Source: an optimization exercise on an open RTL-to-GDS flow (aim: small area). Production flows keep margins and buffers that such runs may drop.
In this exercise RTL edits were held to simulation tests only and were not proved equivalent to the original.
In every run shown here, the design's own scripts or RTL, not TritonCTS, make the clock network.
The clock input has no modelled driver; a real chip could not lean on it and would need a root buffer or a full tree.
Power figures rest on the tool's default switching activity, not on a simulated workload.

==> flow/design.v <==
`timescale 1ns / 1ps
module FSM(
    input clk,
    input rst,
    input btnL,
    input btnR,
    input [7:0] sw,
    output [3:0] an,
    output reg [6:0] seg,
    output reg [3:0] led
    );
    reg [8:0] d;
    reg [2:0] q5;
    reg [1:0] dig;
    wire wrap = (d == 9'd55);
    wire rise = (d[6:0] == 7'd27) & ~d[8] & q5[2] & ~q5[1] & ~dig[0];
    always @(posedge clk) begin
        if (rst) begin
            d   <= 9'd311;
            q5  <= 3'd0;
            dig <= 2'd0;
        end else begin
            d <= {d[7:0], d[8] ^ d[4] ^ wrap};
            if (wrap) begin
                q5  <= {q5[1], q5[0], ~(q5[2] | q5[1])};
                dig <= {dig[1] ^ dig[0], ~dig[0]};
            end
        end
    end
    reg q1l, pl, q1r, pr;
    always @(posedge clk) begin
        if (rst) begin
            q1l <= 1'b0;
            q1r <= 1'b0;
        end else if (rise) begin
            q1l <= btnL;
            q1r <= btnR;
        end
    end
    always @(posedge clk) begin
        pl <= ~rst & rise & btnL & ~q1l;
        pr <= ~rst & rise & btnR & ~q1r;
    end
    reg [1:0] s;
    reg [7:0] op1, op2;
    wire sub   = sw[2];
    wire arith = (sw[2:0] == 3'd3) | (sw[2:0] == 3'd4);
    wire orop  = (sw[2:0] == 3'd2);
    wire sel_m = (sw[2:0] == 3'd1) | orop;
    wire sel_s = (sw[2:0] == 3'd0) | arith;
    wire [7:0] bb = op2 ^ {8{sub}};
    wire [8:0] x;
    wire [7:0] m, sm;
    assign x[0] = arith ? sub : orop;
    genvar i;
    generate
        for (i = 0; i < 8; i = i + 1) begin : fa
            assign sm[i] = op1[i] ^ bb[i] ^ x[i];
            assign m[i] = (op1[i] & bb[i]) | (op1[i] & x[i]) | (bb[i] & x[i]);
            assign x[i+1] = arith ? m[i] : orop;
        end
    endgenerate
    wire [7:0] alu = ({8{sel_m}} & m) | ({8{sel_s}} & sm);
    always @(posedge clk) begin
        if (rst) begin
            s   <= 2'd0;
            op1 <= 8'd0;
            op2 <= 8'd0;
        end else begin
            if (pl)
                s <= 2'd0;
            else if (pr && s != 2'd3)
                s <= s + 2'd1;
            case (s)
                2'd0: if (pr) op1 <= sw;
                2'd1: if (pr) op2 <= sw;
                2'd2: if (pr && !pl) begin
                          op1 <= alu;
                          op2 <= 8'd0;
                      end
                2'd3: if (pl)
                          op1 <= 8'd0;   
            endcase
        end
    end
    always @(*) begin
        case (s)
            2'd0: led = 4'b0001;
            2'd1: led = 4'b0010;
            2'd2: led = 4'b0100;
            2'd3: led = 4'b1000;
        endcase
    end
    reg [3:0] nib;
    always @(*) begin
        case (dig)
            2'd0: nib = op1[3:0];
            2'd1: nib = op1[7:4];
            2'd2: nib = op2[3:0];
            2'd3: nib = op2[7:4];
        endcase
    end
    assign an = ~(4'b0001 << dig);
    always @(*) begin
        case (nib)
            4'h0: seg = 7'b0000001;
            4'h1: seg = 7'b1001111;
            4'h2: seg = 7'b0010010;
            4'h3: seg = 7'b0000110;
            4'h4: seg = 7'b1001100;
            4'h5: seg = 7'b0100100;
            4'h6: seg = 7'b0100000;
            4'h7: seg = 7'b0001111;
            4'h8: seg = 7'b0000000;
            4'h9: seg = 7'b0000100;
            4'ha: seg = 7'b0001000;
            4'hb: seg = 7'b1100000;
            4'hc: seg = 7'b0110001;
            4'hd: seg = 7'b1000010;
            4'he: seg = 7'b0110000;
            4'hf: seg = 7'b0111000;
        endcase
    end
endmodule
==> flow/flow/run.sh <==
#!/bin/bash
# Layout flow:
# 1. the standard synthesis script, without the adder-cell extraction;
# 2. its combinational logic re-mapped for area by ABC: flow/netlist.v, a
#    netlist found by a longer run of the same search before (gen/), is used
#    as the starting point if yosys proves it equal to step 1's netlist; then
#    rounds of the search: each round starts several seeded runs (deepsyn,
#    then mapping) from the smallest netlist so far. Flip-flops are untouched
#    and the result is proven equal to step 1's netlist with yosys;
# 3. the standard ORFS layout, with buf_1 port buffers and the clock buffered
#    by a few buffers from flow/clkbuf.tcl in place of TritonCTS's tree.
set -uo pipefail
W=$(pwd)
RES=$W/orfs/results/$FLOW_PLATFORM/FSM/base
LIB=$FLOW_HOME/platforms/sky130hd/lib/sky130_fd_sc_hd__tt_025C_1v80.lib
P=${NUM_CORES:-4}
ROUNDS=${FLOW_RS_ROUNDS:-4}

bash standard.sh ADDER_MAP_FILE= $RES/1_2_yosys.v > 1_synth.log 2>&1 || exit 1
cp $RES/1_2_yosys.v $W/synth_std.v

subst() {  # template out in.v out.v abc-script
  sed -e "s|@LIB@|$LIB|g" -e "s|@IN@|$3|g" -e "s|@OUT@|$4|g" \
      -e "s|@ABC@|$5|g" -e "s|@TOP@|$FLOW_TOP|g" "$1" > "$2"
}
area_of() { grep "Chip area" "$1" 2>/dev/null | tail -1 | awk '{print $NF}'; }

mkdir -p rs
best=$W/synth_std.v
best_area=1e9
if [ -f flow/netlist.v ]; then
  subst flow/equiv.ys equiv_pre.ys $W/synth_std.v $W/flow/netlist.v none
  subst flow/area.ys area_pre.ys $W/flow/netlist.v none none
  if yosys -s equiv_pre.ys > 2_equiv_pre.log 2>&1 && yosys -s area_pre.ys > 2_area_pre.log 2>&1; then
    best=$W/flow/netlist.v
    best_area=$(area_of 2_area_pre.log)
    echo "flow/netlist.v proven equal to the standard netlist; starting from it ($best_area)"
  else
    echo "flow/netlist.v not proven equal; starting from the standard netlist"
  fi
fi
for r in $(seq 1 $ROUNDS); do
  for c in $(seq 1 $P); do
    seed=$(( (r * P + c) % 101 ))
    if [ $c -eq $P ]; then map="&get -n; &dch -f; &nf -a -p -R 1000; &put"; else map="dch -f; amap"; fi
    echo "strash; &get -n; &deepsyn -T 20 -S $seed; &put; $map" | tr ';' '\n' > rs/r${r}_$c.abc
    subst flow/resynth.ys rs/r${r}_$c.ys $best $W/rs/r${r}_$c.v $W/rs/r${r}_$c.abc
  done
  for c in $(seq 1 $P); do echo $c; done | \
    xargs -P $P -I{} sh -c "yosys -s rs/r${r}_{}.ys > rs/r${r}_{}.log 2>&1"
  for c in $(seq 1 $P); do
    a=$(area_of rs/r${r}_$c.log)
    [ -z "$a" ] && continue
    if awk "BEGIN{exit !($a < $best_area)}"; then best=$W/rs/r${r}_$c.v; best_area=$a; fi
  done
  echo "round $r: best so far $best_area ($best)"
done

if [ "$best" != "$W/synth_std.v" ]; then
  subst flow/equiv.ys equiv.ys $W/synth_std.v $best none
  if yosys -s equiv.ys > 2_equiv.log 2>&1; then
    echo "re-mapped netlist $best ($best_area) proven equal; using it"
    # cells whose _0 size has the same area as _1: take the stronger _1
    sed -E 's/sky130_fd_sc_hd__(a21boi|and2|o21ai|o311ai|or2)_0 /sky130_fd_sc_hd__\1_1 /' $best > $W/synth_final.v
    subst flow/equiv.ys equiv_final.ys $W/synth_std.v $W/synth_final.v none
    if yosys -s equiv_final.ys > 2_equiv_final.log 2>&1; then
      cp $W/synth_final.v $RES/1_2_yosys.v
    else
      cp $best $RES/1_2_yosys.v
    fi
    touch $RES/1_2_yosys.v
  else
    echo "re-mapped netlist not proven equal; keeping the standard netlist"
  fi
fi

export FLOW_FLOW_DIR=$W/flow
export FLOW_CLOCK_SLEW_LIMIT=0.110
bash standard.sh \
  "BUFFER_PORTS_ARGS=-buffer_cell sky130_fd_sc_hd__buf_1" \
  "PRE_CTS_TCL=$W/flow/pre_cts.tcl" \
  finish > 3_layout.log 2>&1 || exit 1
==> flow/flow/area.ys <==
# Cell area of a mapped netlist.
read_liberty -lib @LIB@
read_verilog @IN@
hierarchy -top @TOP@
stat -liberty @LIB@
==> flow/flow/clkbuf.tcl <==
# Drive the clock port's sinks through a few clock buffers, one per group of
# sinks; the groups come from recursive bisection of the sink locations, and
# each buffer is placed at its group's centroid. This replaces TritonCTS's
# two-level tree, which is larger than this small design needs.
proc my_split_groups { items nparts } {
  # items: list of {x y iterm}; returns a list of nparts groups
  if {$nparts <= 1 || [llength $items] <= 1} { return [list $items] }
  set xs [lmap it $items {lindex $it 0}]
  set ys [lmap it $items {lindex $it 1}]
  set dx [expr {[tcl::mathfunc::max {*}$xs] - [tcl::mathfunc::min {*}$xs]}]
  set dy [expr {[tcl::mathfunc::max {*}$ys] - [tcl::mathfunc::min {*}$ys]}]
  set key [expr {$dx >= $dy ? 0 : 1}]
  set sorted [lsort -integer -index $key $items]
  set n1 [expr {$nparts / 2}]
  set cut [expr {int(round(double([llength $items]) * $n1 / $nparts))}]
  set a [lrange $sorted 0 [expr {$cut - 1}]]
  set b [lrange $sorted $cut end]
  return [concat [my_split_groups $a $n1] [my_split_groups $b [expr {$nparts - $n1}]]]
}

proc my_clock_buffers { master_name nbuf } {
  set db [ord::get_db]
  set block [ord::get_db_block]
  set port_net [$block findNet clk]
  set master [$db findMaster $master_name]
  set items {}
  foreach it [$port_net getITerms] {
    set b [[$it getInst] getBBox]
    lappend items [list [expr {([$b xMin] + [$b xMax]) / 2}] [expr {([$b yMin] + [$b yMax]) / 2}] $it]
  }
  $port_net setSigType CLOCK
  set k 0
  foreach group [my_split_groups $items $nbuf] {
    set buf [odb::dbInst_create $block $master clkbuf_$k]
    set net [odb::dbNet_create $block clknet_$k]
    $net setSigType CLOCK
    set sx 0; set sy 0
    foreach item $group {
      set it [lindex $item 2]
      $it disconnect
      $it connect $net
      incr sx [lindex $item 0]; incr sy [lindex $item 1]
    }
    set c [llength $group]
    [$buf findITerm A] connect $port_net
    [$buf findITerm X] connect $net
    $buf setLocation [expr {$sx / $c - [$master getWidth] / 2}] [expr {$sy / $c - [$master getHeight] / 2}]
    $buf setPlacementStatus PLACED
    puts "clock buffer clkbuf_$k ($master_name) drives $c sinks"
    incr k
  }
}

proc my_undo_clock_buffers { } {
  set block [ord::get_db_block]
  set port_net [$block findNet clk]
  foreach inst [$block getInsts] {
    if {![string match clkbuf_* [$inst getName]]} { continue }
    set net [[$inst findITerm X] getNet]
    foreach it [$net getITerms] {
      if {[$it getInst] == $inst} { continue }
      $it disconnect
      $it connect $port_net
    }
    odb::dbInst_destroy $inst
    odb::dbNet_destroy $net
  }
}

proc my_max_clock_slew { } {
  estimate_parasitics -placement
  set worst 0.0
  foreach pin [get_pins */CLK] {
    set s [get_property $pin slew_max]
    if {$s > $worst} { set worst $s }
  }
  return $worst
}

proc my_clock_tree { limit } {
  # {cell count}, in order of total area
  set configs {
    {sky130_fd_sc_hd__clkbuf_8 1} {sky130_fd_sc_hd__clkbuf_4 2}
    {sky130_fd_sc_hd__buf_12 1} {sky130_fd_sc_hd__buf_6 2}
    {sky130_fd_sc_hd__clkbuf_4 3} {sky130_fd_sc_hd__clkbuf_16 1}
    {sky130_fd_sc_hd__clkbuf_8 2} {sky130_fd_sc_hd__buf_8 2}
    {sky130_fd_sc_hd__clkbuf_4 4} {sky130_fd_sc_hd__buf_6 3}
    {sky130_fd_sc_hd__buf_12 2} {sky130_fd_sc_hd__clkbuf_8 3}
    {sky130_fd_sc_hd__buf_8 3} {sky130_fd_sc_hd__clkbuf_8 4}
  }
  set_propagated_clock [all_clocks]
  foreach cfg $configs {
    my_clock_buffers {*}$cfg
    set s [my_max_clock_slew]
    puts "clock buffers $cfg: estimated worst clock-pin slew $s"
    if {$s <= $limit} {
      unset_propagated_clock [all_clocks]
      return
    }
    my_undo_clock_buffers
  }
  my_clock_buffers {*}[lindex $configs end]
  unset_propagated_clock [all_clocks]
}
==> flow/flow/equiv.ys <==
# Prove the re-mapped netlist equal to the standard one, flip-flops paired by name.
read_liberty -ignore_miss_func @LIB@
read_verilog @IN@
hierarchy -top @TOP@
flatten
rename -hide w:*.*
rename -hide w:_*
rename @TOP@ gold
design -stash gold
read_liberty -ignore_miss_func @LIB@
read_verilog @OUT@
hierarchy -top @TOP@
flatten
rename -hide w:*.*
rename -hide w:_*
rename @TOP@ gate
design -stash gate
design -copy-from gold -as gold gold
design -copy-from gate -as gate gate
opt_clean
equiv_make gold gate equiv
hierarchy -top equiv
equiv_simple
equiv_induct
equiv_status -assert
==> flow/flow/pre_cts.tcl <==
# PRE_CTS hook: replace TritonCTS with the clock buffering of clkbuf.tcl;
# cts.tcl then legalizes the placement and repairs timing as usual.
source $::env(FLOW_FLOW_DIR)/clkbuf.tcl
rename clock_tree_synthesis my_tritoncts
proc clock_tree_synthesis { args } {
  my_clock_tree $::env(FLOW_CLOCK_SLEW_LIMIT)
}
==> flow/flow/resynth.ys <==
# Re-map the combinational logic of the standard synthesis netlist for area.
# Flip-flop instances (names and cells) are kept as they are.
read_liberty -ignore_miss_func @LIB@
read_verilog @IN@
hierarchy -top @TOP@
blackbox sky130_fd_sc_hd__dfxtp_1
flatten
rename -hide w:*.*
opt_clean
abc -liberty @LIB@ -dont_use sky130_fd_sc_hd__probe_p_8 -dont_use sky130_fd_sc_hd__probec_p_8 -dont_use sky130_fd_sc_hd__lpflow_bleeder_1 -dont_use sky130_fd_sc_hd__lpflow_clkbufkapwr_1 -dont_use sky130_fd_sc_hd__lpflow_clkbufkapwr_16 -dont_use sky130_fd_sc_hd__lpflow_clkbufkapwr_2 -dont_use sky130_fd_sc_hd__lpflow_clkbufkapwr_4 -dont_use sky130_fd_sc_hd__lpflow_clkbufkapwr_8 -dont_use sky130_fd_sc_hd__lpflow_clkinvkapwr_1 -dont_use sky130_fd_sc_hd__lpflow_clkinvkapwr_16 -dont_use sky130_fd_sc_hd__lpflow_clkinvkapwr_2 -dont_use sky130_fd_sc_hd__lpflow_clkinvkapwr_4 -dont_use sky130_fd_sc_hd__lpflow_clkinvkapwr_8 -dont_use sky130_fd_sc_hd__lpflow_decapkapwr_12 -dont_use sky130_fd_sc_hd__lpflow_decapkapwr_3 -dont_use sky130_fd_sc_hd__lpflow_decapkapwr_4 -dont_use sky130_fd_sc_hd__lpflow_decapkapwr_6 -dont_use sky130_fd_sc_hd__lpflow_decapkapwr_8 -dont_use sky130_fd_sc_hd__lpflow_inputiso0n_1 -dont_use sky130_fd_sc_hd__lpflow_inputiso0p_1 -dont_use sky130_fd_sc_hd__lpflow_inputiso1n_1 -dont_use sky130_fd_sc_hd__lpflow_inputiso1p_1 -dont_use sky130_fd_sc_hd__lpflow_inputisolatch_1 -dont_use sky130_fd_sc_hd__lpflow_isobufsrc_1 -dont_use sky130_fd_sc_hd__lpflow_isobufsrc_16 -dont_use sky130_fd_sc_hd__lpflow_isobufsrc_2 -dont_use sky130_fd_sc_hd__lpflow_isobufsrc_4 -dont_use sky130_fd_sc_hd__lpflow_isobufsrc_8 -dont_use sky130_fd_sc_hd__lpflow_isobufsrckapwr_16 -dont_use sky130_fd_sc_hd__lpflow_lsbuf_lh_hl_isowell_tap_1 -dont_use sky130_fd_sc_hd__lpflow_lsbuf_lh_hl_isowell_tap_2 -dont_use sky130_fd_sc_hd__lpflow_lsbuf_lh_hl_isowell_tap_4 -dont_use sky130_fd_sc_hd__lpflow_lsbuf_lh_isowell_4 -dont_use sky130_fd_sc_hd__lpflow_lsbuf_lh_isowell_tap_1 -dont_use sky130_fd_sc_hd__lpflow_lsbuf_lh_isowell_tap_2 -dont_use sky130_fd_sc_hd__lpflow_lsbuf_lh_isowell_tap_4 -dont_use sky130_fd_sc_hd__fill_1 -dont_use sky130_fd_sc_hd__fill_2 -dont_use sky130_fd_sc_hd__fill_4 -dont_use sky130_fd_sc_hd__fill_8  -script @ABC@
setundef -zero
splitnets
opt_clean -purge
hilomap -singleton -hicell sky130_fd_sc_hd__conb_1 HI -locell sky130_fd_sc_hd__conb_1 LO
insbuf -buf sky130_fd_sc_hd__buf_4 A X
opt_clean -purge
stat -liberty @LIB@
write_verilog -noattr -noexpr -nohex -nodec @OUT@
==> flow/standard.sh <==
#!/bin/bash
# synth_recipe.tcl (not shown) runs the flow's synth.tcl, then flattens the netlist and writes it again
# the make line also repeats each setting of config.mk as NAME=value (left out here)
make -C /OpenROAD-flow-scripts/flow DESIGN_CONFIG=/design/flow/config.mk WORK_HOME=/design/flow/orfs CLKGATE_MAP_FILE= SYNTH_SCRIPT=/design/flow/synth_recipe.tcl "${@:-finish}"
==> flow/config.mk <==
export PLATFORM = sky130hd
export DESIGN_NAME = FSM
export DESIGN_NICKNAME = FSM
export VERILOG_FILES = /design/flow/design.v
export SDC_FILE = /design/flow/constraint.sdc
export NUM_CORES = 4
export LEC_CHECK = 0
export ABC_AREA = 1
export CAP_MARGIN = 5
export CORE_AREA = 2.3 2.72 60.7 60.3
export DIE_AREA = 0 0 63 63
export GPL_TIMING_DRIVEN = 0
export SLEW_MARGIN = 5
==> flow/constraint.sdc <==
create_clock -name core_clock -period 10.0 [get_ports {clk}]
set_input_delay 2.0000 -clock core_clock [delete_from_list [all_inputs] [get_ports {clk}]]
set_output_delay 2.0000 -clock core_clock [all_outputs]
set_load 0.01 [all_outputs]
Not shown: flow/flow/netlist.v
==> impl_metrics.toml, run 1 <==
[finish]
diodes = 0
finish.utilization_pct = 57.8
area.share.sequential_pct = 37.6
dominant_cells = "multi-input gates"
multiInputGateArea_um2 = 885
top_regs = "d (9), op1 (8), op2 (8)"
stdcell_area_um2 = 1910
regMostFlops = "d"
fin_nets = 272
inverters_excl_clock = 31

[floorplan]
core_um2 = 3310
n_tap_cell = 46
die_h_um = 63
die_width_um = 63

[power_and_ir_drop]
switching_share_pct = 23.1
p_seq_mw = 0.147
totalPowerFinal_mw = 0.230

[routing]
vias = 1737
vias_per_cell = 5.71
top_layer = "met4"
drcViolationCount = 0
wl_mm = 4.14
drt-initial-drc-count = 116
first_pass_iters = 4
met1_length_mm = 1.98

[grt]
antenna_found_initial = 0
grt_pass1_vias = 1605

[worst_setup_path]
crit_required_ns = 10.01
startpoint = "sw[0]"
r2r_slack_ns = 6.47
path_max_fanout = 11
startpoint_type = "input port"
r2r_end = "op1[7]"
slowest_stage = "nor2_1"
crit_buf_inv = 2

[timing]
grt_setup_unrepaired = "no"
finalSetupViolations = 0
fin_crit_sh_pct = 56.8

[min_path]
min_from = "q1l"

[placed_design]
port_buffers = 26

[logic_synthesis]
synthesis.area_um2 = 1720

[clocking]
insertion_delay_ns = 0.13

[run_status]
status = "no timing/DRC/antenna violations"
==> inputs of run 2 (changes only) <==
--- a/flow/flow/run.sh
+++ b/flow/flow/run.sh
@@ -16,3 +16,3 @@
 P=${NUM_CORES:-4}
-ROUNDS=${FLOW_RS_ROUNDS:-4}
+ROUNDS=${FLOW_RS_ROUNDS:-2}
 
@@ -62,4 +62,4 @@
     echo "re-mapped netlist $best ($best_area) proven equal; using it"
-    # cells whose _0 size has the same area as _1: take the stronger _1
-    sed -E 's/sky130_fd_sc_hd__(a21boi|and2|o21ai|o311ai|or2)_0 /sky130_fd_sc_hd__\1_1 /' $best > $W/synth_final.v
+    # take the stronger _1 size of the _0 cells (the same area but for a2111oi)
+    sed -E 's/sky130_fd_sc_hd__(a21boi|and2|o21ai|o311ai|or2|a2111oi)_0 /sky130_fd_sc_hd__\1_1 /' $best > $W/synth_final.v
     subst flow/equiv.ys equiv_final.ys $W/synth_std.v $W/synth_final.v none
==> flow/flow/netlist.v (replaced) <==
/* Generated by Yosys 0.63+post (git sha1 UNKNOWN-dirty, g++ 11.4.0-1ubuntu1~22.04.3 -fPIC -O3) */

module FSM(clk, rst, btnL, btnR, sw, an, seg, led);
  input clk;
  wire clk;
  input rst;
  wire rst;
  input btnL;
  wire btnL;
  input btnR;
  wire btnR;
  input [7:0] sw;
  wire [7:0] sw;
  output [3:0] an;
  wire [3:0] an;
  output [6:0] seg;
  wire [6:0] seg;
  output [3:0] led;
  wire [3:0] led;
  wire _036_;
  wire _037_;
  wire _038_;
  wire _039_;
  wire _040_;
  wire _041_;
  wire _042_;
  wire _043_;
  wire _044_;
  wire _045_;
  wire _046_;
  wire _047_;
  wire _048_;
  wire _049_;
  wire _050_;
  wire _051_;
  wire _052_;
  wire _053_;
  wire _054_;
  wire _055_;
  wire _056_;
  wire _057_;
  wire _058_;
  wire _059_;
  wire _060_;
  wire _061_;
  wire _062_;
  wire _063_;
  wire _064_;
  wire _065_;
  wire _066_;
  wire _067_;
  wire _068_;
  wire _069_;
  wire _070_;
  wire _071_;
  wire _072_;
  wire _073_;
  wire _074_;
  wire _075_;
  wire _076_;
  wire _077_;
  wire _078_;
  wire _079_;
  wire _080_;
  wire _081_;
  wire _082_;
  wire _083_;
  wire _084_;
  wire _085_;
  wire _086_;
  wire _087_;
  wire _088_;
  wire _089_;
  wire _090_;
  wire _091_;
  wire _092_;
  wire _093_;
  wire _094_;
  wire _095_;
  wire _096_;
  wire _097_;
  wire _098_;
  wire _099_;
  wire _100_;
  wire _101_;
  wire _102_;
  wire _103_;
  wire _104_;
  wire _105_;
  wire _106_;
  wire _107_;
  wire _108_;
  wire _109_;
  wire _110_;
  wire _111_;
  wire _112_;
  wire _113_;
  wire _114_;
  wire _115_;
  wire _116_;
  wire _117_;
  wire _118_;
  wire _119_;
  wire _120_;
  wire _121_;
  wire _122_;
  wire _123_;
  wire _124_;
  wire _125_;
  wire _126_;
  wire _127_;
  wire _128_;
  wire _129_;
  wire _130_;
  wire _131_;
  wire _132_;
  wire _133_;
  wire _134_;
  wire _135_;
  wire _136_;
  wire _137_;
  wire _138_;
  wire _139_;
  wire _140_;
  wire _141_;
  wire _142_;
  wire _143_;
  wire _144_;
  wire _145_;
  wire _146_;
  wire _147_;
  wire _148_;
  wire _149_;
  wire _150_;
  wire _151_;
  wire _152_;
  wire _153_;
  wire _154_;
  wire _155_;
  wire _156_;
  wire _157_;
  wire _158_;
  wire _159_;
  wire _160_;
  wire _161_;
  wire _162_;
  wire _163_;
  wire _164_;
  wire _165_;
  wire _166_;
  wire _167_;
  wire _168_;
  wire _169_;
  wire _170_;
  wire _171_;
  wire _172_;
  wire _173_;
  wire _174_;
  wire _175_;
  wire _176_;
  wire _177_;
  wire _000_;
  wire _001_;
  wire _002_;
  wire _003_;
  wire _004_;
  wire _005_;
  wire _006_;
  wire _007_;
  wire _008_;
  wire _009_;
  wire _010_;
  wire _011_;
  wire _012_;
  wire _013_;
  wire _014_;
  wire _015_;
  wire _016_;
  wire _017_;
  wire _018_;
  wire _019_;
  wire _020_;
  wire _021_;
  wire _022_;
  wire _023_;
  wire _024_;
  wire _025_;
  wire _026_;
  wire _027_;
  wire _028_;
  wire _029_;
  wire _030_;
  wire _031_;
  wire _032_;
  wire _033_;
  wire _034_;
  wire _035_;
  wire \d[0] ;
  wire \d[1] ;
  wire \d[2] ;
  wire \d[3] ;
  wire \d[4] ;
  wire \d[5] ;
  wire \d[6] ;
  wire \d[7] ;
  wire \d[8] ;
  wire \dig[0] ;
  wire \dig[1] ;
  wire \op1[0] ;
  wire \op1[1] ;
  wire \op1[2] ;
  wire \op1[3] ;
  wire \op1[4] ;
  wire \op1[5] ;
  wire \op1[6] ;
  wire \op1[7] ;
  wire \op2[0] ;
  wire \op2[1] ;
  wire \op2[2] ;
  wire \op2[3] ;
  wire \op2[4] ;
  wire \op2[5] ;
  wire \op2[6] ;
  wire \op2[7] ;
  wire pl;
  wire pr;
  wire q1l;
  wire q1r;
  wire \q5[0] ;
  wire \q5[1] ;
  wire \q5[2] ;
  wire \s[0] ;
  wire \s[1] ;
  sky130_fd_sc_hd__clkinv_1 _178_ (
    .A(rst),
    .Y(_177_)
  );
  sky130_fd_sc_hd__clkinv_1 _179_ (
    .A(\op2[5] ),
    .Y(_036_)
  );
  sky130_fd_sc_hd__clkinv_1 _180_ (
    .A(\op2[0] ),
    .Y(_037_)
  );
  sky130_fd_sc_hd__clkinv_1 _181_ (
    .A(\q5[2] ),
    .Y(_038_)
  );
  sky130_fd_sc_hd__clkinv_1 _182_ (
    .A(sw[1]),
    .Y(_039_)
  );
  sky130_fd_sc_hd__clkinv_1 _183_ (
    .A(\s[1] ),
    .Y(_040_)
  );
  sky130_fd_sc_hd__clkinv_1 _184_ (
    .A(\op2[7] ),
    .Y(_041_)
  );
  sky130_fd_sc_hd__clkinv_1 _185_ (
    .A(\op1[7] ),
    .Y(_042_)
  );
  sky130_fd_sc_hd__clkinv_1 _186_ (
    .A(sw[0]),
    .Y(_043_)
  );
  sky130_fd_sc_hd__clkinv_1 _187_ (
    .A(sw[2]),
    .Y(_044_)
  );
  sky130_fd_sc_hd__clkinv_1 _188_ (
    .A(\op1[3] ),
    .Y(_045_)
  );
  sky130_fd_sc_hd__clkinv_1 _189_ (
    .A(\d[3] ),
    .Y(_046_)
  );
  sky130_fd_sc_hd__clkinv_1 _190_ (
    .A(\s[0] ),
    .Y(_047_)
  );
  sky130_fd_sc_hd__clkinv_1 _191_ (
    .A(\op2[2] ),
    .Y(_048_)
  );
  sky130_fd_sc_hd__clkinv_1 _192_ (
    .A(\dig[0] ),
    .Y(_049_)
  );
  sky130_fd_sc_hd__clkinv_1 _193_ (
    .A(\q5[1] ),
    .Y(_050_)
  );
  sky130_fd_sc_hd__clkinv_1 _194_ (
    .A(\dig[1] ),
    .Y(_051_)
  );
  sky130_fd_sc_hd__clkinv_1 _195_ (
    .A(\q5[0] ),
    .Y(_052_)
  );
  sky130_fd_sc_hd__clkinv_1 _196_ (
    .A(\d[8] ),
    .Y(_053_)
  );
  sky130_fd_sc_hd__clkinv_1 _197_ (
    .A(sw[7]),
    .Y(_054_)
  );
  sky130_fd_sc_hd__nor2b_1 _198_ (
    .A(rst),
    .B_N(\d[5] ),
    .Y(_034_)
  );
  sky130_fd_sc_hd__nor2b_1 _199_ (
    .A(rst),
    .B_N(\d[6] ),
    .Y(_033_)
  );
  sky130_fd_sc_hd__nand2_1 _200_ (
    .A(\d[4] ),
    .B(_053_),
    .Y(_055_)
  );
  sky130_fd_sc_hd__nor2_1 _201_ (
    .A(\d[6] ),
    .B(_055_),
    .Y(_056_)
  );
  sky130_fd_sc_hd__nand3_1 _202_ (
    .A(\d[1] ),
    .B(\d[0] ),
    .C(_056_),
    .Y(_057_)
  );
  sky130_fd_sc_hd__nand3_1 _203_ (
    .A(_046_),
    .B(\d[5] ),
    .C(\d[2] ),
    .Y(_058_)
  );
  sky130_fd_sc_hd__nor3_1 _204_ (
    .A(\d[7] ),
    .B(_058_),
    .C(_057_),
    .Y(_059_)
  );
  sky130_fd_sc_hd__clkinv_1 _205_ (
    .A(_059_),
    .Y(_060_)
  );
  sky130_fd_sc_hd__nand2_1 _206_ (
    .A(_177_),
    .B(_060_),
    .Y(_061_)
  );
  sky130_fd_sc_hd__o21ai_0 _207_ (
    .A1(_049_),
    .A2(_060_),
    .B1(_177_),
    .Y(_062_)
  );
  sky130_fd_sc_hd__a21oi_1 _208_ (
    .A1(_049_),
    .A2(_060_),
    .B1(_062_),
    .Y(_032_)
  );
  sky130_fd_sc_hd__nor2_1 _209_ (
    .A(_040_),
    .B(\s[0] ),
    .Y(led[2])
  );
  sky130_fd_sc_hd__nor2_1 _210_ (
    .A(\s[1] ),
    .B(_047_),
    .Y(led[1])
  );
  sky130_fd_sc_hd__nand2_1 _211_ (
    .A(pr),
    .B(led[1]),
    .Y(_063_)
  );
  sky130_fd_sc_hd__clkinv_1 _212_ (
    .A(_063_),
    .Y(_064_)
  );
  sky130_fd_sc_hd__a211oi_1 _213_ (
    .A1(_040_),
    .A2(_063_),
    .B1(rst),
    .C1(pl),
    .Y(_010_)
  );
  sky130_fd_sc_hd__nand2_1 _214_ (
    .A(_047_),
    .B(pr),
    .Y(_065_)
  );
  sky130_fd_sc_hd__nand3_1 _215_ (
    .A(_047_),
    .B(pr),
    .C(_010_),
    .Y(_066_)
  );
  sky130_fd_sc_hd__nand3_1 _216_ (
    .A(_177_),
    .B(_066_),
    .C(_063_),
    .Y(_067_)
  );
  sky130_fd_sc_hd__clkinv_1 _217_ (
    .A(_067_),
    .Y(_068_)
  );
  sky130_fd_sc_hd__nand2_1 _218_ (
    .A(_177_),
    .B(_064_),
    .Y(_069_)
  );
  sky130_fd_sc_hd__o22ai_1 _219_ (
    .A1(_048_),
    .A2(_067_),
    .B1(_044_),
    .B2(_069_),
    .Y(_031_)
  );
  sky130_fd_sc_hd__a32o_1 _220_ (
    .A1(_177_),
    .A2(_064_),
    .A3(sw[3]),
    .B1(\op2[3] ),
    .B2(_068_),
    .X(_030_)
  );
  sky130_fd_sc_hd__a32o_1 _221_ (
    .A1(_177_),
    .A2(_064_),
    .A3(sw[4]),
    .B1(\op2[4] ),
    .B2(_068_),
    .X(_029_)
  );
  sky130_fd_sc_hd__nand3_1 _222_ (
    .A(_177_),
    .B(_064_),
    .C(sw[5]),
    .Y(_070_)
  );
  sky130_fd_sc_hd__o21ai_0 _223_ (
    .A1(_036_),
    .A2(_067_),
    .B1(_070_),
    .Y(_028_)
  );
  sky130_fd_sc_hd__a32o_1 _224_ (
    .A1(_177_),
    .A2(_064_),
    .A3(sw[6]),
    .B1(\op2[6] ),
    .B2(_068_),
    .X(_027_)
  );
  sky130_fd_sc_hd__o22ai_1 _225_ (
    .A1(_037_),
    .A2(_067_),
    .B1(_043_),
    .B2(_069_),
    .Y(_026_)
  );
  sky130_fd_sc_hd__nand2_1 _226_ (
    .A(\op2[1] ),
    .B(_068_),
    .Y(_071_)
  );
  sky130_fd_sc_hd__o21ai_0 _227_ (
    .A1(_039_),
    .A2(_069_),
    .B1(_071_),
    .Y(_025_)
  );
  sky130_fd_sc_hd__a21oi_1 _228_ (
    .A1(_039_),
    .A2(_043_),
    .B1(_044_),
    .Y(_072_)
  );
  sky130_fd_sc_hd__nor2_1 _229_ (
    .A(_066_),
    .B(_072_),
    .Y(_073_)
  );
  sky130_fd_sc_hd__nor2_1 _230_ (
    .A(sw[1]),
    .B(_043_),
    .Y(_074_)
  );
  sky130_fd_sc_hd__clkinv_1 _231_ (
    .A(_074_),
    .Y(_075_)
  );
  sky130_fd_sc_hd__a21oi_1 _232_ (
    .A1(\op2[0] ),
    .A2(\op1[0] ),
    .B1(_074_),
    .Y(_076_)
  );
  sky130_fd_sc_hd__o21a_1 _233_ (
    .A1(\op2[0] ),
    .A2(\op1[0] ),
    .B1(_076_),
    .X(_077_)
  );
  sky130_fd_sc_hd__a31oi_1 _234_ (
    .A1(\op2[0] ),
    .A2(\op1[0] ),
    .A3(_074_),
    .B1(_077_),
    .Y(_078_)
  );
  sky130_fd_sc_hd__nor3_1 _235_ (
    .A(_066_),
    .B(_072_),
    .C(_078_),
    .Y(_079_)
  );
  sky130_fd_sc_hd__nor2_1 _236_ (
    .A(\s[1] ),
    .B(\s[0] ),
    .Y(led[0])
  );
  sky130_fd_sc_hd__nor3_1 _237_ (
    .A(rst),
    .B(\s[1] ),
    .C(_065_),
    .Y(_080_)
  );
  sky130_fd_sc_hd__clkinv_1 _238_ (
    .A(_080_),
    .Y(_081_)
  );
  sky130_fd_sc_hd__a311oi_1 _239_ (
    .A1(sw[1]),
    .A2(_043_),
    .A3(_044_),
    .B1(pl),
    .C1(_065_),
    .Y(_082_)
  );
  sky130_fd_sc_hd__nor2_1 _240_ (
    .A(_040_),
    .B(_047_),
    .Y(led[3])
  );
  sky130_fd_sc_hd__a2111oi_0 _241_ (
    .A1(pl),
    .A2(led[3]),
    .B1(rst),
    .C1(_080_),
    .D1(_082_),
    .Y(_083_)
  );
  sky130_fd_sc_hd__clkinv_1 _242_ (
    .A(_083_),
    .Y(_084_)
  );
  sky130_fd_sc_hd__a21oi_1 _243_ (
    .A1(\op1[0] ),
    .A2(_083_),
    .B1(_079_),
    .Y(_085_)
  );
  sky130_fd_sc_hd__o21ai_0 _244_ (
    .A1(_043_),
    .A2(_081_),
    .B1(_085_),
    .Y(_024_)
  );
  sky130_fd_sc_hd__o32ai_1 _245_ (
    .A1(_037_),
    .A2(_044_),
    .A3(\op1[0] ),
    .B1(_043_),
    .B2(_076_),
    .Y(_086_)
  );
  sky130_fd_sc_hd__nand2_1 _246_ (
    .A(\op2[1] ),
    .B(_086_),
    .Y(_087_)
  );
  sky130_fd_sc_hd__o21ai_0 _247_ (
    .A1(\op2[1] ),
    .A2(_086_),
    .B1(_087_),
    .Y(_088_)
  );
  sky130_fd_sc_hd__nor2_1 _248_ (
    .A(_073_),
    .B(_083_),
    .Y(_089_)
  );
  sky130_fd_sc_hd__o21ai_0 _249_ (
    .A1(_083_),
    .A2(_088_),
    .B1(\op1[1] ),
    .Y(_090_)
  );
  sky130_fd_sc_hd__nand2_1 _250_ (
    .A(_073_),
    .B(_075_),
    .Y(_091_)
  );
  sky130_fd_sc_hd__o32ai_1 _251_ (
    .A1(\op1[1] ),
    .A2(_088_),
    .A3(_091_),
    .B1(_039_),
    .B2(_081_),
    .Y(_092_)
  );
  sky130_fd_sc_hd__o21bai_1 _252_ (
    .A1(_089_),
    .A2(_090_),
    .B1_N(_092_),
    .Y(_023_)
  );
  sky130_fd_sc_hd__nor2_1 _253_ (
    .A(_039_),
    .B(\op1[1] ),
    .Y(_093_)
  );
  sky130_fd_sc_hd__o221ai_1 _254_ (
    .A1(_044_),
    .A2(\op1[1] ),
    .B1(_043_),
    .B2(_093_),
    .C1(_087_),
    .Y(_094_)
  );
  sky130_fd_sc_hd__o21ai_0 _255_ (
    .A1(\op2[1] ),
    .A2(_086_),
    .B1(_094_),
    .Y(_095_)
  );
  sky130_fd_sc_hd__nor2b_1 _256_ (
    .A(\op2[2] ),
    .B_N(_095_),
    .Y(_096_)
  );
  sky130_fd_sc_hd__o21bai_1 _257_ (
    .A1(_048_),
    .A2(_095_),
    .B1_N(_096_),
    .Y(_097_)
  );
  sky130_fd_sc_hd__o21ai_0 _258_ (
    .A1(_083_),
    .A2(_097_),
    .B1(\op1[2] ),
    .Y(_098_)
  );
  sky130_fd_sc_hd__nor3_1 _259_ (
    .A(\op1[2] ),
    .B(_091_),
    .C(_097_),
    .Y(_099_)
  );
  sky130_fd_sc_hd__a21oi_1 _260_ (
    .A1(sw[2]),
    .A2(_080_),
    .B1(_099_),
    .Y(_100_)
  );
  sky130_fd_sc_hd__o21ai_0 _261_ (
    .A1(_089_),
    .A2(_098_),
    .B1(_100_),
    .Y(_022_)
  );
  sky130_fd_sc_hd__nor2_1 _262_ (
    .A(sw[2]),
    .B(\op1[2] ),
    .Y(_101_)
  );
  sky130_fd_sc_hd__a21oi_1 _263_ (
    .A1(_043_),
    .A2(\op1[2] ),
    .B1(_101_),
    .Y(_102_)
  );
  sky130_fd_sc_hd__nor2_1 _264_ (
    .A(_074_),
    .B(_102_),
    .Y(_103_)
  );
  sky130_fd_sc_hd__o22ai_1 _265_ (
    .A1(_048_),
    .A2(_095_),
    .B1(_096_),
    .B2(_103_),
    .Y(_104_)
  );
  sky130_fd_sc_hd__nor2_1 _266_ (
    .A(\op2[3] ),
    .B(_104_),
    .Y(_105_)
  );
  sky130_fd_sc_hd__nand2_1 _267_ (
    .A(\op2[3] ),
    .B(_104_),
    .Y(_106_)
  );
  sky130_fd_sc_hd__o21ai_0 _268_ (
    .A1(\op2[3] ),
    .A2(_104_),
    .B1(_106_),
    .Y(_107_)
  );
  sky130_fd_sc_hd__nor2_1 _269_ (
    .A(_083_),
    .B(_107_),
    .Y(_108_)
  );
  sky130_fd_sc_hd__nor3_1 _270_ (
    .A(\op1[3] ),
    .B(_091_),
    .C(_107_),
    .Y(_109_)
  );
  sky130_fd_sc_hd__a21oi_1 _271_ (
    .A1(sw[3]),
    .A2(_080_),
    .B1(_109_),
    .Y(_110_)
  );
  sky130_fd_sc_hd__o31ai_1 _272_ (
    .A1(_045_),
    .A2(_108_),
    .A3(_089_),
    .B1(_110_),
    .Y(_021_)
  );
  sky130_fd_sc_hd__o22ai_1 _273_ (
    .A1(sw[2]),
    .A2(\op1[3] ),
    .B1(sw[0]),
    .B2(_045_),
    .Y(_111_)
  );
  sky130_fd_sc_hd__a31oi_1 _274_ (
    .A1(_075_),
    .A2(_111_),
    .A3(_106_),
    .B1(_105_),
    .Y(_112_)
  );
  sky130_fd_sc_hd__nand2_1 _275_ (
    .A(\op2[4] ),
    .B(_112_),
    .Y(_113_)
  );
  sky130_fd_sc_hd__o21ai_0 _276_ (
    .A1(\op2[4] ),
    .A2(_112_),
    .B1(_113_),
    .Y(_114_)
  );
  sky130_fd_sc_hd__o21ai_0 _277_ (
    .A1(_083_),
    .A2(_114_),
    .B1(\op1[4] ),
    .Y(_115_)
  );
  sky130_fd_sc_hd__nor3_1 _278_ (
    .A(\op1[4] ),
    .B(_091_),
    .C(_114_),
    .Y(_116_)
  );
  sky130_fd_sc_hd__a21oi_1 _279_ (
    .A1(sw[4]),
    .A2(_080_),
    .B1(_116_),
    .Y(_117_)
  );
  sky130_fd_sc_hd__o21ai_0 _280_ (
    .A1(_089_),
    .A2(_115_),
    .B1(_117_),
    .Y(_020_)
  );
  sky130_fd_sc_hd__nor2_1 _281_ (
    .A(_039_),
    .B(\op1[4] ),
    .Y(_118_)
  );
  sky130_fd_sc_hd__o221ai_1 _282_ (
    .A1(_044_),
    .A2(\op1[4] ),
    .B1(_043_),
    .B2(_118_),
    .C1(_113_),
    .Y(_119_)
  );
  sky130_fd_sc_hd__o21ai_0 _283_ (
    .A1(\op2[4] ),
    .A2(_112_),
    .B1(_119_),
    .Y(_120_)
  );
  sky130_fd_sc_hd__nor2b_1 _284_ (
    .A(\op2[5] ),
    .B_N(_120_),
    .Y(_121_)
  );
  sky130_fd_sc_hd__o21bai_1 _285_ (
    .A1(_036_),
    .A2(_120_),
    .B1_N(_121_),
    .Y(_122_)
  );
  sky130_fd_sc_hd__o21ai_0 _286_ (
    .A1(_083_),
    .A2(_122_),
    .B1(\op1[5] ),
    .Y(_123_)
  );
  sky130_fd_sc_hd__nor3_1 _287_ (
    .A(\op1[5] ),
    .B(_091_),
    .C(_122_),
    .Y(_124_)
  );
  sky130_fd_sc_hd__a21oi_1 _288_ (
    .A1(sw[5]),
    .A2(_080_),
    .B1(_124_),
    .Y(_125_)
  );
  sky130_fd_sc_hd__o21ai_0 _289_ (
    .A1(_089_),
    .A2(_123_),
    .B1(_125_),
    .Y(_019_)
  );
  sky130_fd_sc_hd__nor2_1 _290_ (
    .A(sw[2]),
    .B(\op1[5] ),
    .Y(_126_)
  );
  sky130_fd_sc_hd__a21oi_1 _291_ (
    .A1(_043_),
    .A2(\op1[5] ),
    .B1(_126_),
    .Y(_127_)
  );
  sky130_fd_sc_hd__nor2_1 _292_ (
    .A(_074_),
    .B(_127_),
    .Y(_128_)
  );
  sky130_fd_sc_hd__o22ai_1 _293_ (
    .A1(_036_),
    .A2(_120_),
    .B1(_121_),
    .B2(_128_),
    .Y(_129_)
  );
  sky130_fd_sc_hd__nand2_1 _294_ (
    .A(\op2[6] ),
    .B(_129_),
    .Y(_130_)
  );
  sky130_fd_sc_hd__o21ai_0 _295_ (
    .A1(\op2[6] ),
    .A2(_129_),
    .B1(_130_),
    .Y(_131_)
  );
  sky130_fd_sc_hd__o21ai_0 _296_ (
    .A1(_083_),
    .A2(_131_),
    .B1(\op1[6] ),
    .Y(_132_)
  );
  sky130_fd_sc_hd__nor3_1 _297_ (
    .A(\op1[6] ),
    .B(_091_),
    .C(_131_),
    .Y(_133_)
  );
  sky130_fd_sc_hd__a21oi_1 _298_ (
    .A1(sw[6]),
    .A2(_080_),
    .B1(_133_),
    .Y(_134_)
  );
  sky130_fd_sc_hd__o21ai_0 _299_ (
    .A1(_089_),
    .A2(_132_),
    .B1(_134_),
    .Y(_018_)
  );
  sky130_fd_sc_hd__nand2_1 _300_ (
    .A(_177_),
    .B(_059_),
    .Y(_135_)
  );
  sky130_fd_sc_hd__o32ai_1 _301_ (
    .A1(\q5[2] ),
    .A2(\q5[1] ),
    .A3(_135_),
    .B1(_052_),
    .B2(_061_),
    .Y(_016_)
  );
  sky130_fd_sc_hd__o22ai_1 _302_ (
    .A1(_050_),
    .A2(_061_),
    .B1(_052_),
    .B2(_135_),
    .Y(_015_)
  );
  sky130_fd_sc_hd__o21ai_0 _303_ (
    .A1(\d[4] ),
    .A2(_053_),
    .B1(_055_),
    .Y(_136_)
  );
  sky130_fd_sc_hd__nand2_1 _304_ (
    .A(_060_),
    .B(_136_),
    .Y(_137_)
  );
  sky130_fd_sc_hd__nand2_1 _305_ (
    .A(_177_),
    .B(_137_),
    .Y(_014_)
  );
  sky130_fd_sc_hd__nor2b_1 _306_ (
    .A(rst),
    .B_N(\d[2] ),
    .Y(_011_)
  );
  sky130_fd_sc_hd__o22ai_1 _307_ (
    .A1(_050_),
    .A2(_135_),
    .B1(_038_),
    .B2(_061_),
    .Y(_009_)
  );
  sky130_fd_sc_hd__nand2_1 _308_ (
    .A(\dig[0] ),
    .B(_051_),
    .Y(an[1])
  );
  sky130_fd_sc_hd__o22ai_1 _309_ (
    .A1(_135_),
    .A2(an[1]),
    .B1(_051_),
    .B2(_062_),
    .Y(_005_)
  );
  sky130_fd_sc_hd__nor2_1 _310_ (
    .A(_039_),
    .B(\op1[6] ),
    .Y(_138_)
  );
  sky130_fd_sc_hd__o221ai_1 _311_ (
    .A1(\op1[6] ),
    .A2(_044_),
    .B1(_043_),
    .B2(_138_),
    .C1(_130_),
    .Y(_139_)
  );
  sky130_fd_sc_hd__o21ai_0 _312_ (
    .A1(\op2[6] ),
    .A2(_129_),
    .B1(_139_),
    .Y(_140_)
  );
  sky130_fd_sc_hd__o32ai_1 _313_ (
    .A1(\op2[7] ),
    .A2(\op1[7] ),
    .A3(_074_),
    .B1(_041_),
    .B2(_042_),
    .Y(_141_)
  );
  sky130_fd_sc_hd__nand2_1 _314_ (
    .A(_140_),
    .B(_141_),
    .Y(_142_)
  );
  sky130_fd_sc_hd__o211ai_1 _315_ (
    .A1(_140_),
    .A2(_141_),
    .B1(_073_),
    .C1(_142_),
    .Y(_143_)
  );
  sky130_fd_sc_hd__o221ai_1 _316_ (
    .A1(_054_),
    .A2(_081_),
    .B1(_042_),
    .B2(_084_),
    .C1(_143_),
    .Y(_004_)
  );
  sky130_fd_sc_hd__o22ai_1 _317_ (
    .A1(_054_),
    .A2(_069_),
    .B1(_041_),
    .B2(_067_),
    .Y(_003_)
  );
  sky130_fd_sc_hd__or4_1 _318_ (
    .A(\q5[1] ),
    .B(\d[2] ),
    .C(\dig[0] ),
    .D(\d[5] ),
    .X(_144_)
  );
  sky130_fd_sc_hd__nor4_1 _319_ (
    .A(_038_),
    .B(_046_),
    .C(_144_),
    .D(_057_),
    .Y(_145_)
  );
  sky130_fd_sc_hd__clkinv_1 _320_ (
    .A(_145_),
    .Y(_146_)
  );
  sky130_fd_sc_hd__o221ai_1 _321_ (
    .A1(q1r),
    .A2(_145_),
    .B1(btnR),
    .B2(_146_),
    .C1(_177_),
    .Y(_147_)
  );
  sky130_fd_sc_hd__clkinv_1 _322_ (
    .A(_147_),
    .Y(_007_)
  );
  sky130_fd_sc_hd__nor2_1 _323_ (
    .A(q1r),
    .B(_147_),
    .Y(_001_)
  );
  sky130_fd_sc_hd__o221ai_1 _324_ (
    .A1(q1l),
    .A2(_145_),
    .B1(btnL),
    .B2(_146_),
    .C1(_177_),
    .Y(_148_)
  );
  sky130_fd_sc_hd__clkinv_1 _325_ (
    .A(_148_),
    .Y(_006_)
  );
  sky130_fd_sc_hd__nor2_1 _326_ (
    .A(q1l),
    .B(_148_),
    .Y(_000_)
  );
  sky130_fd_sc_hd__nand2_1 _327_ (
    .A(_049_),
    .B(\dig[1] ),
    .Y(an[2])
  );
  sky130_fd_sc_hd__nand2_1 _328_ (
    .A(\dig[0] ),
    .B(\dig[1] ),
    .Y(an[3])
  );
  sky130_fd_sc_hd__nand2_1 _329_ (
    .A(_049_),
    .B(_051_),
    .Y(an[0])
  );
  sky130_fd_sc_hd__o22ai_1 _330_ (
    .A1(\op1[4] ),
    .A2(an[1]),
    .B1(\op2[4] ),
    .B2(an[3]),
    .Y(_149_)
  );
  sky130_fd_sc_hd__o22ai_1 _331_ (
    .A1(\op2[0] ),
    .A2(an[2]),
    .B1(\op1[0] ),
    .B2(an[0]),
    .Y(_150_)
  );
  sky130_fd_sc_hd__nor2_1 _332_ (
    .A(_149_),
    .B(_150_),
    .Y(_151_)
  );
  sky130_fd_sc_hd__o22ai_1 _333_ (
    .A1(\op2[6] ),
    .A2(an[3]),
    .B1(\op2[2] ),
    .B2(an[2]),
    .Y(_152_)
  );
  sky130_fd_sc_hd__o22ai_1 _334_ (
    .A1(\op1[2] ),
    .A2(an[0]),
    .B1(\op1[6] ),
    .B2(an[1]),
    .Y(_153_)
  );
  sky130_fd_sc_hd__nor2_1 _335_ (
    .A(_152_),
    .B(_153_),
    .Y(_154_)
  );
  sky130_fd_sc_hd__nor2_1 _336_ (
    .A(_151_),
    .B(_154_),
    .Y(_155_)
  );
  sky130_fd_sc_hd__o22ai_1 _337_ (
    .A1(\op2[1] ),
    .A2(an[2]),
    .B1(\op1[5] ),
    .B2(an[1]),
    .Y(_156_)
  );
  sky130_fd_sc_hd__o22ai_1 _338_ (
    .A1(\op1[1] ),
    .A2(an[0]),
    .B1(\op2[5] ),
    .B2(an[3]),
    .Y(_157_)
  );
  sky130_fd_sc_hd__nor2_1 _339_ (
    .A(_156_),
    .B(_157_),
    .Y(_158_)
  );
  sky130_fd_sc_hd__clkinv_1 _340_ (
    .A(_158_),
    .Y(_159_)
  );
  sky130_fd_sc_hd__nor2_1 _341_ (
    .A(_045_),
    .B(an[0]),
    .Y(_160_)
  );
  sky130_fd_sc_hd__o22ai_1 _342_ (
    .A1(_041_),
    .A2(an[3]),
    .B1(_042_),
    .B2(an[1]),
    .Y(_161_)
  );
  sky130_fd_sc_hd__a311oi_1 _343_ (
    .A1(_049_),
    .A2(\dig[1] ),
    .A3(\op2[3] ),
    .B1(_160_),
    .C1(_161_),
    .Y(_162_)
  );
  sky130_fd_sc_hd__clkinv_1 _344_ (
    .A(_162_),
    .Y(_163_)
  );
  sky130_fd_sc_hd__nand2_1 _345_ (
    .A(_159_),
    .B(_162_),
    .Y(_164_)
  );
  sky130_fd_sc_hd__nor2_1 _346_ (
    .A(_159_),
    .B(_162_),
    .Y(_165_)
  );
  sky130_fd_sc_hd__o31ai_1 _347_ (
    .A1(_149_),
    .A2(_150_),
    .A3(_165_),
    .B1(_164_),
    .Y(_166_)
  );
  sky130_fd_sc_hd__nand2_1 _348_ (
    .A(_151_),
    .B(_154_),
    .Y(_167_)
  );
  sky130_fd_sc_hd__o22ai_1 _349_ (
    .A1(_155_),
    .A2(_166_),
    .B1(_164_),
    .B2(_167_),
    .Y(seg[5])
  );
  sky130_fd_sc_hd__nor3_1 _350_ (
    .A(_152_),
    .B(_153_),
    .C(_162_),
    .Y(_168_)
  );
  sky130_fd_sc_hd__nor2_1 _351_ (
    .A(_154_),
    .B(_163_),
    .Y(_169_)
  );
  sky130_fd_sc_hd__nor2_1 _352_ (
    .A(_168_),
    .B(_169_),
    .Y(_170_)
  );
  sky130_fd_sc_hd__a21oi_1 _353_ (
    .A1(_167_),
    .A2(_170_),
    .B1(_165_),
    .Y(_171_)
  );
  sky130_fd_sc_hd__o22ai_1 _354_ (
    .A1(_158_),
    .A2(_167_),
    .B1(_154_),
    .B2(_159_),
    .Y(_172_)
  );
  sky130_fd_sc_hd__nor2b_1 _355_ (
    .A(_172_),
    .B_N(_171_),
    .Y(seg[0])
  );
  sky130_fd_sc_hd__o21ai_0 _356_ (
    .A1(_151_),
    .A2(_154_),
    .B1(_167_),
    .Y(_173_)
  );
  sky130_fd_sc_hd__nand3_1 _357_ (
    .A(_151_),
    .B(_163_),
    .C(_172_),
    .Y(_174_)
  );
  sky130_fd_sc_hd__o21ai_0 _358_ (
    .A1(_164_),
    .A2(_173_),
    .B1(_174_),
    .Y(seg[6])
  );
  sky130_fd_sc_hd__o21a_1 _359_ (
    .A1(_158_),
    .A2(seg[6]),
    .B1(_171_),
    .X(seg[1])
  );
  sky130_fd_sc_hd__nand2_1 _360_ (
    .A(_158_),
    .B(_173_),
    .Y(_175_)
  );
  sky130_fd_sc_hd__o22ai_1 _361_ (
    .A1(_164_),
    .A2(_173_),
    .B1(_169_),
    .B2(_175_),
    .Y(seg[3])
  );
  sky130_fd_sc_hd__nor2_1 _362_ (
    .A(\s[0] ),
    .B(pr),
    .Y(_176_)
  );
  sky130_fd_sc_hd__nor4_1 _363_ (
    .A(rst),
    .B(pl),
    .C(_064_),
    .D(_176_),
    .Y(_017_)
  );
  sky130_fd_sc_hd__nor3b_1 _364_ (
    .A(_155_),
    .B(_168_),
    .C_N(_166_),
    .Y(seg[2])
  );
  sky130_fd_sc_hd__nor2_1 _365_ (
    .A(_166_),
    .B(_170_),
    .Y(seg[4])
  );
  sky130_fd_sc_hd__or2_0 _366_ (
    .A(rst),
    .B(\d[0] ),
    .X(_013_)
  );
  sky130_fd_sc_hd__or2_0 _367_ (
    .A(rst),
    .B(\d[1] ),
    .X(_012_)
  );
  sky130_fd_sc_hd__or2_0 _368_ (
    .A(rst),
    .B(\d[7] ),
    .X(_008_)
  );
  sky130_fd_sc_hd__or2_0 _369_ (
    .A(rst),
    .B(\d[4] ),
    .X(_035_)
  );
  sky130_fd_sc_hd__nand2_1 _370_ (
    .A(_177_),
    .B(_046_),
    .Y(_002_)
  );
  sky130_fd_sc_hd__dfxtp_1 \d[0]$_SDFF_PP1_  (
    .CLK(clk),
    .D(_014_),
    .Q(\d[0] )
  );
  sky130_fd_sc_hd__dfxtp_1 \d[1]$_SDFF_PP1_  (
    .CLK(clk),
    .D(_013_),
    .Q(\d[1] )
  );
  sky130_fd_sc_hd__dfxtp_1 \d[2]$_SDFF_PP1_  (
    .CLK(clk),
    .D(_012_),
    .Q(\d[2] )
  );
  sky130_fd_sc_hd__dfxtp_1 \d[3]$_SDFF_PP0_  (
    .CLK(clk),
    .D(_011_),
    .Q(\d[3] )
  );
  sky130_fd_sc_hd__dfxtp_1 \d[4]$_SDFF_PP1_  (
    .CLK(clk),
    .D(_002_),
    .Q(\d[4] )
  );
  sky130_fd_sc_hd__dfxtp_1 \d[5]$_SDFF_PP1_  (
    .CLK(clk),
    .D(_035_),
    .Q(\d[5] )
  );
  sky130_fd_sc_hd__dfxtp_1 \d[6]$_SDFF_PP0_  (
    .CLK(clk),
    .D(_034_),
    .Q(\d[6] )
  );
  sky130_fd_sc_hd__dfxtp_1 \d[7]$_SDFF_PP0_  (
    .CLK(clk),
    .D(_033_),
    .Q(\d[7] )
  );
  sky130_fd_sc_hd__dfxtp_1 \d[8]$_SDFF_PP1_  (
    .CLK(clk),
    .D(_008_),
    .Q(\d[8] )
  );
  sky130_fd_sc_hd__dfxtp_1 \dig[0]$_SDFFE_PP0N_  (
    .CLK(clk),
    .D(_032_),
    .Q(\dig[0] )
  );
  sky130_fd_sc_hd__dfxtp_1 \dig[1]$_SDFFE_PP0N_  (
    .CLK(clk),
    .D(_005_),
    .Q(\dig[1] )
  );
  sky130_fd_sc_hd__dfxtp_1 \op1[0]$_SDFFE_PP0P_  (
    .CLK(clk),
    .D(_024_),
    .Q(\op1[0] )
  );
  sky130_fd_sc_hd__dfxtp_1 \op1[1]$_SDFFE_PP0P_  (
    .CLK(clk),
    .D(_023_),
    .Q(\op1[1] )
  );
  sky130_fd_sc_hd__dfxtp_1 \op1[2]$_SDFFE_PP0P_  (
    .CLK(clk),
    .D(_022_),
    .Q(\op1[2] )
  );
  sky130_fd_sc_hd__dfxtp_1 \op1[3]$_SDFFE_PP0P_  (
    .CLK(clk),
    .D(_021_),
    .Q(\op1[3] )
  );
  sky130_fd_sc_hd__dfxtp_1 \op1[4]$_SDFFE_PP0P_  (
    .CLK(clk),
    .D(_020_),
    .Q(\op1[4] )
  );
  sky130_fd_sc_hd__dfxtp_1 \op1[5]$_SDFFE_PP0P_  (
    .CLK(clk),
    .D(_019_),
    .Q(\op1[5] )
  );
  sky130_fd_sc_hd__dfxtp_1 \op1[6]$_SDFFE_PP0P_  (
    .CLK(clk),
    .D(_018_),
    .Q(\op1[6] )
  );
  sky130_fd_sc_hd__dfxtp_1 \op1[7]$_SDFFE_PP0P_  (
    .CLK(clk),
    .D(_004_),
    .Q(\op1[7] )
  );
  sky130_fd_sc_hd__dfxtp_1 \op2[0]$_SDFFE_PP0P_  (
    .CLK(clk),
    .D(_026_),
    .Q(\op2[0] )
  );
  sky130_fd_sc_hd__dfxtp_1 \op2[1]$_SDFFE_PP0P_  (
    .CLK(clk),
    .D(_025_),
    .Q(\op2[1] )
  );
  sky130_fd_sc_hd__dfxtp_1 \op2[2]$_SDFFE_PP0P_  (
    .CLK(clk),
    .D(_031_),
    .Q(\op2[2] )
  );
  sky130_fd_sc_hd__dfxtp_1 \op2[3]$_SDFFE_PP0P_  (
    .CLK(clk),
    .D(_030_),
    .Q(\op2[3] )
  );
  sky130_fd_sc_hd__dfxtp_1 \op2[4]$_SDFFE_PP0P_  (
    .CLK(clk),
    .D(_029_),
    .Q(\op2[4] )
  );
  sky130_fd_sc_hd__dfxtp_1 \op2[5]$_SDFFE_PP0P_  (
    .CLK(clk),
    .D(_028_),
    .Q(\op2[5] )
  );
  sky130_fd_sc_hd__dfxtp_1 \op2[6]$_SDFFE_PP0P_  (
    .CLK(clk),
    .D(_027_),
    .Q(\op2[6] )
  );
  sky130_fd_sc_hd__dfxtp_1 \op2[7]$_SDFFE_PP0P_  (
    .CLK(clk),
    .D(_003_),
    .Q(\op2[7] )
  );
  sky130_fd_sc_hd__dfxtp_1 \pl$_DFF_P_  (
    .CLK(clk),
    .D(_000_),
    .Q(pl)
  );
  sky130_fd_sc_hd__dfxtp_1 \pr$_DFF_P_  (
    .CLK(clk),
    .D(_001_),
    .Q(pr)
  );
  sky130_fd_sc_hd__dfxtp_1 \q1l$_SDFFE_PP0P_  (
    .CLK(clk),
    .D(_006_),
    .Q(q1l)
  );
  sky130_fd_sc_hd__dfxtp_1 \q1r$_SDFFE_PP0P_  (
    .CLK(clk),
    .D(_007_),
    .Q(q1r)
  );
  sky130_fd_sc_hd__dfxtp_1 \q5[0]$_SDFFE_PP0N_  (
    .CLK(clk),
    .D(_016_),
    .Q(\q5[0] )
  );
  sky130_fd_sc_hd__dfxtp_1 \q5[1]$_SDFFE_PP0N_  (
    .CLK(clk),
    .D(_015_),
    .Q(\q5[1] )
  );
  sky130_fd_sc_hd__dfxtp_1 \q5[2]$_SDFFE_PP0N_  (
    .CLK(clk),
    .D(_009_),
    .Q(\q5[2] )
  );
  sky130_fd_sc_hd__dfxtp_1 \s[0]$_SDFFE_PP0P_  (
    .CLK(clk),
    .D(_017_),
    .Q(\s[0] )
  );
  sky130_fd_sc_hd__dfxtp_1 \s[1]$_SDFFE_PP0P_  (
    .CLK(clk),
    .D(_010_),
    .Q(\s[1] )
  );
endmodule
--- a/flow/config.mk
+++ b/flow/config.mk
@@ -8,3 +8,3 @@
 export ABC_AREA = 1
-export CAP_MARGIN = 5
+export CAP_MARGIN = 20
 export CORE_AREA = 2.3 2.72 60.7 60.3
@@ -12,2 +12,2 @@
 export GPL_TIMING_DRIVEN = 0
-export SLEW_MARGIN = 5
+export SLEW_MARGIN = 20
==> run 2 against run 1 <==
Effect of this change:
- first-iteration DRC count up 39%
- wire length down 0.24%
- critical path depth unchanged
==> impl_metrics.toml, run 2 <==
[run_status]
status = "no timing/DRC/antenna violations"

[clocking]
cts_resized = 0
clkTransAtPathRegs_ns = 0.09
insertion_delay_ns = 0.13
cts_hold_buf = 0
post_cts_buffers = 0

[floorplan]
die-area_um2 = 3970
die_h_um = 63
rows = 21
die_width_um = 63
core_um2 = 3310
io_pins = 27
initial_utilization_pct = 51.9

[timing]
tightest_slew_ns = 0.724
clock.fmax_ghz = 0.178
finalSetupTns_ns = 0
relSlewSlack_pct = 51.3
fin_crit_sh_pct = 56.3
slew_viol_final = 0
final_hold_viol_count = 0
period_needed_ns = 5.63
hold_ws_ns = 0.418
grt_setup_unrepaired = "no"
finalSetupViolations = 0
fin_skew_ns = 0.00914

[worst_setup_path]
startpoint_type = "input port"
critPathMaxStageDelay_ns = 0.48
critPathCaptureType = "flip-flop"
crit_required_ns = 10.01
path_class = "input port to flip-flop"
arrival_ns = 5.64
crit_chain = "buf_1 > clkinv_1 > nor2_1 > a21oi_1 > o32ai_1 > nand2_1 > o221ai_1 > o21ai_1 > nor2b_1 > o22ai_1 > nand2_1 > a31oi_1 > nand2_1 > o221ai_1 > o21ai_1 > nor2b_1 > o22ai_1 > nand2_1 > o221ai_1 > o21ai_1 > o211ai_1 > o221ai_1"
slowest_stage = "nor2_1"
path_max_fanout = 11

[routing]
drcViolationCount = 0
drt-initial-drc-count = 161
first_pass_iters = 4
drt-wirelength-per-cell_um = 13.6
ant_nets = 0
wl_mm = 4.13
vias_per_cell = 5.63
vias = 1711

[finish]
diodes = 0
final_common_cell = "dfxtp_1"
layout-drive-gt1-share_pct = 1.94
largest_register_ffs = 9
mostFrequentLayoutCells = "dfxtp_1 (36), clkinv_1 (31), nor2_1 (29), buf_1 (26)"
top_regs = "d (9), op1 (8), op2 (8)"
regMostFlops = "d"
areaGrowthSynthToFinish_pct = 11.8
fin_nets = 272

[logic_synthesis]
synthesis.area_um2 = 1720
syn_nets = 241
syn_area_per_cell_um2 = 7.50
synthCells = 229
ys.warnings.count = 1

[power_and_ir_drop]
seq_power_share_pct = 64.0
p_comb_share_pct = 10.1
p_per_area_nw_per_um2 = 120
p_int_mw = 0.177
switching_power_mw = 0.0531
p_leak_nw = 0.614
pwr-share-clk_pct = 25.9
ir_drop_uv = 64.4
switching_share_pct = 23.1

[grt]
top_usage_layer = "met2"
antenna_found_initial = 0
grt_usage_pct = 21.7
grt.met2_usage_pct = 38.2
grt_pass1_vias = 1633
grt_max_degree = 19
gr-usage-met3_pct = 1.80
grt_pass1_wl_mm = 7.26
grt_use_met1_pct = 29.7
grt-ovfl-total = 0

[flow_run]
cap_violations = 0

[min_path]
hold_path_class = "flip-flop to flip-flop"

[placed_design]
port_buffers = 26
gp_congestion = 0.863
post-dp-hpwl_mm = 3.20
-- run 2: worst paths after layout --
check	from	endpoint	slack [ns]	cells past startpoint
worst min register to register	q1r	pr	0.42	1
worst max register to register	op2[0]	op1[7]	6.53	19
worst max-delay path	sw[0]	op1[7]	4.37	22
worst min-delay path	q1r	pr	0.42	1
-- run 2: worst max-delay path: cells and delay by family --
| family | cells | cell delay [ns] |
|---|---|---|
| buffers and inverters | 2 | 0.40 |
| and+or+nand+nor | 7 | 1.25 |
| AOI/OAI and AO/OA | 13 | 1.98 |
-- run 2: through the flow --
stage	setup slack, ns	cells	power (mW)	utilization, %	area (um2)
6_report	4.37	304	0.230	58.0	1920
5_1_grt	3.76	304	0.238	58.0	1920
4_1_cts	4.27	304	0.218	57.8	1910
3_5_place_dp	4.28	302	0.174	56.9	1880
3_3_place_gp	4.25	301	0.173	56.5	1870
2_1_floorplan	5.04	229	0.165	-	1720
-- run 2: area by class of cell --
class | instances | area, um2
buffer | 2 | 30.0
tap | 46 | 57.6
sequential | 36 | 721
inverter | 31 | 116
multi-input combinational | 162 | 890
timing repair buffer | 27 | 105
fill | 340 | 1390
-- run 2: power by group through the flow --
| stage | sequential (mW) | clock (mW) | combinational [mW] |
|---|---|---|---|
| 2_1_floorplan | 0.150 | 0 | 0.0153 |
| 3_3_place_gp | 0.150 | 0 | 0.0227 |
| 3_5_place_dp | 0.150 | 0 | 0.0232 |
| 4_1_cts | 0.150 | 0.0442 | 0.0233 |
| 5_1_grt | 0.147 | 0.0644 | 0.0266 |
| 6_report | 0.147 | 0.0595 | 0.0233 |
-- run 2: layer usage --
metal  vias up  wire (um)
met5         -          0
met4         0         42
met3         3        246
met2        37       1880
met1       780       1960
li1        891          -

==> static timing again, ports no longer ideal <==
The results above use ideal ports. As a check the final layouts listed here were re-extracted and re-timed, cells and wires unchanged.
Step 1 sets driving cells, clkbuf_16 on the clock port and buf_2 on the other inputs (assumed; they add their load-dependent delay and slew).
Step 2 also shifts input and output timing later by t, the mid clock arrival at the registers, as if the neighbouring blocks saw the same clock.
a / b / c = no drivers / after step 1 / after step 2; a / b = the first two.
| run | t, ns | slack for setup (ns) | hold WS [ns] | worst register clock-pin slew, ns |
|---|---|---|---|---|
| run 1 | 0.171 | 4.315 / 4.338 / 4.167 | 0.420 / 0.420 / 0.420 | 0.10 / 0.10 |
| run 2 | 0.173 | 4.371 / 4.395 / 4.222 | 0.418 / 0.418 / 0.418 | 0.10 / 0.10 |
After both steps every run listed still meets setup and hold. The setup slack of run 2, which loses most, moves by +0.024 ns with the drivers and by -0.149 ns with both steps.
